What follows belongs to an exercise in optimizing a design on an open flow for small area and a short achievable clock period; a production flow would make more cautious choices. At most, simulation tests tie the RTL to the original design; equivalence was not proved. Power is estimated from default activity; no workload was simulated.

## fpu16_top
module fpu16_top(
    input         aclk,
    input  [15:0] a,
    input  [15:0] b,
    input         a_valid,
    input         b_valid,
    output [15:0] add_result,
    output        add_valid,
    output [15:0] sub_result,
    output        sub_valid,
    output [15:0] mul_result,
    output        mul_valid,
    output [7:0]  cmp_result,
    output        cmp_valid
    );
Size: roughly 2,400 cells after synthesis, ~410 flip-flops, about 95 I/O pins, about 20,000 µm² of cells after synthesis.
Settings: LEC_CHECK=0, ABC_AREA=1, CAP_MARGIN=20, CORE_MARGIN=2, CORE_UTILIZATION=60, CTS_CLUSTER_DIAMETER=100, CTS_CLUSTER_SIZE=30, SETUP_SLACK_MARGIN=5.0, SLEW_MARGIN=20; clock period 8.0 ns.
standard.sh (not shown) runs the stock make flow with config.mk's settings and CLKGATE_MAP_FILE= SYNTH_SCRIPT=/design/flow/synth_recipe.tcl, a recipe that flattens the netlist after the stock synthesis.
==> flow/flow/run.sh <==
#!/bin/bash
# The standard layout, with buf_2 cells as the port buffers and setup repair
# aimed at a 2.64 ns period (slack margin 5.36 ns at the 8 ns clock).
set -euo pipefail
bash standard.sh SETUP_SLACK_MARGIN=5.36 "BUFFER_PORTS_ARGS=-buffer_cell sky130_fd_sc_hd__buf_2" finish > standard.log 2>&1
Edit:
--- a/flow/design.v
+++ b/flow/design.v
@@ -406,79 +406,82 @@
     mul11_cs u_mul(.x(m_x), .neg(bn1), .one(bo1), .two(bt1), .r0(cs0), .r1(cs1), .r2(cs2));
     wire nan1 = &l1[14:10];
     wire psel1 = (&s1[14:10]) & (ls1 ^ fs1);
     wire [9:0] payload = psel1 ? s1[9:0] : l1[9:0];
     reg [21:0] cs0_2, cs1_2, cs2_2;
     reg [6:0] t2;
-    reg msg2, nan2;
+    reg msg2, nan2, zero2;
     always @(posedge aclk) begin
         cs0_2 <= nan1 ? {2'b01, payload, 10'b0} : cs0;
         cs1_2 <= nan1 ? 22'b0 : cs1;
         cs2_2 <= nan1 ? 22'b0 : cs2;
-        t2    <= ((~hs1 & ~(|s1[9:0])) & ~nan1) ? 7'b1110000 :
-                 {2'b0, le1} + {2'b0, se1} - 7'd15;
+        t2    <= {2'b0, le1} + {2'b0, se1} - 7'd15;
         msg2  <= es1;
         nan2  <= nan1;
+        zero2 <= ~hs1 & ~(|s1[9:0]);
     end
     wire [21:0] q_s = cs0_2 ^ cs1_2 ^ cs2_2;
     wire [21:0] q_c = (cs0_2 & cs1_2) | (cs0_2 & cs2_2) | (cs1_2 & cs2_2);
     wire [21:0] q_sum = q_s + {q_c[20:0], 1'b0};
     reg [21:0] q3;
     reg [6:0] t3;
-    reg msg3, nan3;
+    reg msg3, nan3, zero3;
     always @(posedge aclk) begin
         q3    <= q_sum;
         t3    <= t2;
         msg3  <= msg2;
         nan3  <= nan2;
+        zero3 <= zero2;
     end
     wire [3:0] lq;
     lzc12 u_lq(q3[21:10], lq);
     wire normal = ~t3[6] & (t3[5:0] >= {2'b0, lq});
     reg [21:0] q4;
-    reg [6:0] e4;
-    reg [4:0] q_sh;
-    reg normal4, msg4, nan4;
+    reg [6:0] l4, e4;
+    reg normal4, msg4, nan4, zero4;
     always @(posedge aclk) begin
         q4      <= q3;
-        q_sh    <= normal ? 5'd11 - {1'b0, lq} : 5'd11 - t3[4:0];
+        l4      <= normal ? {3'b0, lq} : t3;
         e4      <= t3 + 7'd1 - {3'b0, lq};
         normal4 <= normal;
         msg4    <= msg3;
         nan4    <= nan3;
+        zero4   <= zero3;
     end
     wire [32:0] q_pad = {q4, 11'b0};
+    wire [6:0] q_sh = 7'd11 - l4;
     wire [32:0] q_z16 = q_sh[4] ? q_pad >> 16 : q_pad;
     wire [32:0] q_z8  = q_sh[3] ? q_z16 >> 8 : q_z16;
     wire [32:0] q_z4  = q_sh[2] ? q_z8 >> 4 : q_z8;
     wire [32:0] q_z2  = q_sh[1] ? q_z4 >> 2 : q_z4;
     wire [32:0] q_z   = q_sh[0] ? q_z2 >> 1 : q_z2;
     wire [11:0] win = q_z[21:10];
     wire [22:0] below = ~({23{1'b1}} << q_sh[4:0]);
     wire st4 = |(q4 & below[22:1]);
     wire [6:0] e4p1 = e4 + 7'd1;
     reg [10:0] mant5;
     reg [4:0] e5;
-    reg inc5, ovn5, ovc5, normal5, msg5, nan5;
+    reg inc5, ovn5, ovc5, normal5, msg5, nan5, zero5;
     always @(posedge aclk) begin
         mant5   <= win[11:1];
         inc5    <= win[0] & (st4 | win[1]);
         e5      <= e4[4:0];
         ovn5    <= normal4 & ($signed(e4) > 30);
         ovc5    <= normal4 & ($signed(e4p1) > 30);
         normal5 <= normal4;
         msg5    <= msg4;
         nan5    <= nan4;
+        zero5   <= zero4;
     end
     wire [11:0] mr = {1'b0, mant5} + inc5;
     wire carry = inc5 & (&mant5);
     wire ovf = carry ? ovc5 : ovn5;
     wire [4:0] field = ~normal5 ? {4'b0, mr[10]} : carry ? e5 + 5'd1 : e5;
-    wire [15:0] mul_c = nan5 ? {msg5, 5'b11111, mr[9:0]} :
+    wire [15:0] mul_c = nan5 ? {msg5, 5'b11111, mr[9:0]} : zero5 ? {msg5, 15'b0} :
                         ovf ? {msg5, 5'b11111, 10'b0} : {msg5, field, mr[9:0]};
-    wire mul_err = nan5 | ovf;
+    wire mul_err = nan5 | (ovf & ~zero5);
     reg [15:0] mul_q;
     reg mul_vq;
     always @(posedge aclk) begin
         mul_q  <= mul_c;
         mul_vq <= v5 & ~mul_err;
     end
After rerunning: The changed run finished with timing, DRC and antenna clean. Setup slack is worse by 0.014 ns. Utilization went down by 0.43 points. Via count went up by 0.67%. Final cell count went down by 0.62%. Total power hardly moves. Wire length went up by 2.1%. Sequential power hardly moves. Synthesized cell count went down by 0.38%. Global-route usage went up by 1.3 points. Hold slack is better by 0.0042 ns. Design area went down by 0.89%. Clock power went down by about 7%.
Function not checked in the first run of this note: the RTL went through the layout flow alone.

==> what the ideal ports hide <==
Ports are ideal in the flow. The routed layouts listed here were re-timed in OpenROAD. Step 1: set_driving_cell puts a clkbuf_16 on aclk and a buf_2 on each other input, an assumption about the parent block. Step 2 adds t to the input delays and takes it off the output delays; t is the mean of the earliest and latest rising clock arrival at the registers after step 1. Input paths then give back, and output paths get back, about the clock's delay inside the block. Slacks: ideal / step 1 / step 2; pairs: ideal / step 1.
run	t, ns	setup WS [ns]	worst setup path after step 2	slew at the worst register clock pin (ns)
the first run	0.581	5.411 / 5.358 / 4.937	input to register	0.11 / 0.11
the second run	0.579	5.397 / 5.348 / 4.894	input to register	0.12 / 0.12
After both steps every run listed still meets setup and hold. The setup slack of the second run, which loses most, moves by -0.049 ns with the drivers and by -0.503 ns with both steps.
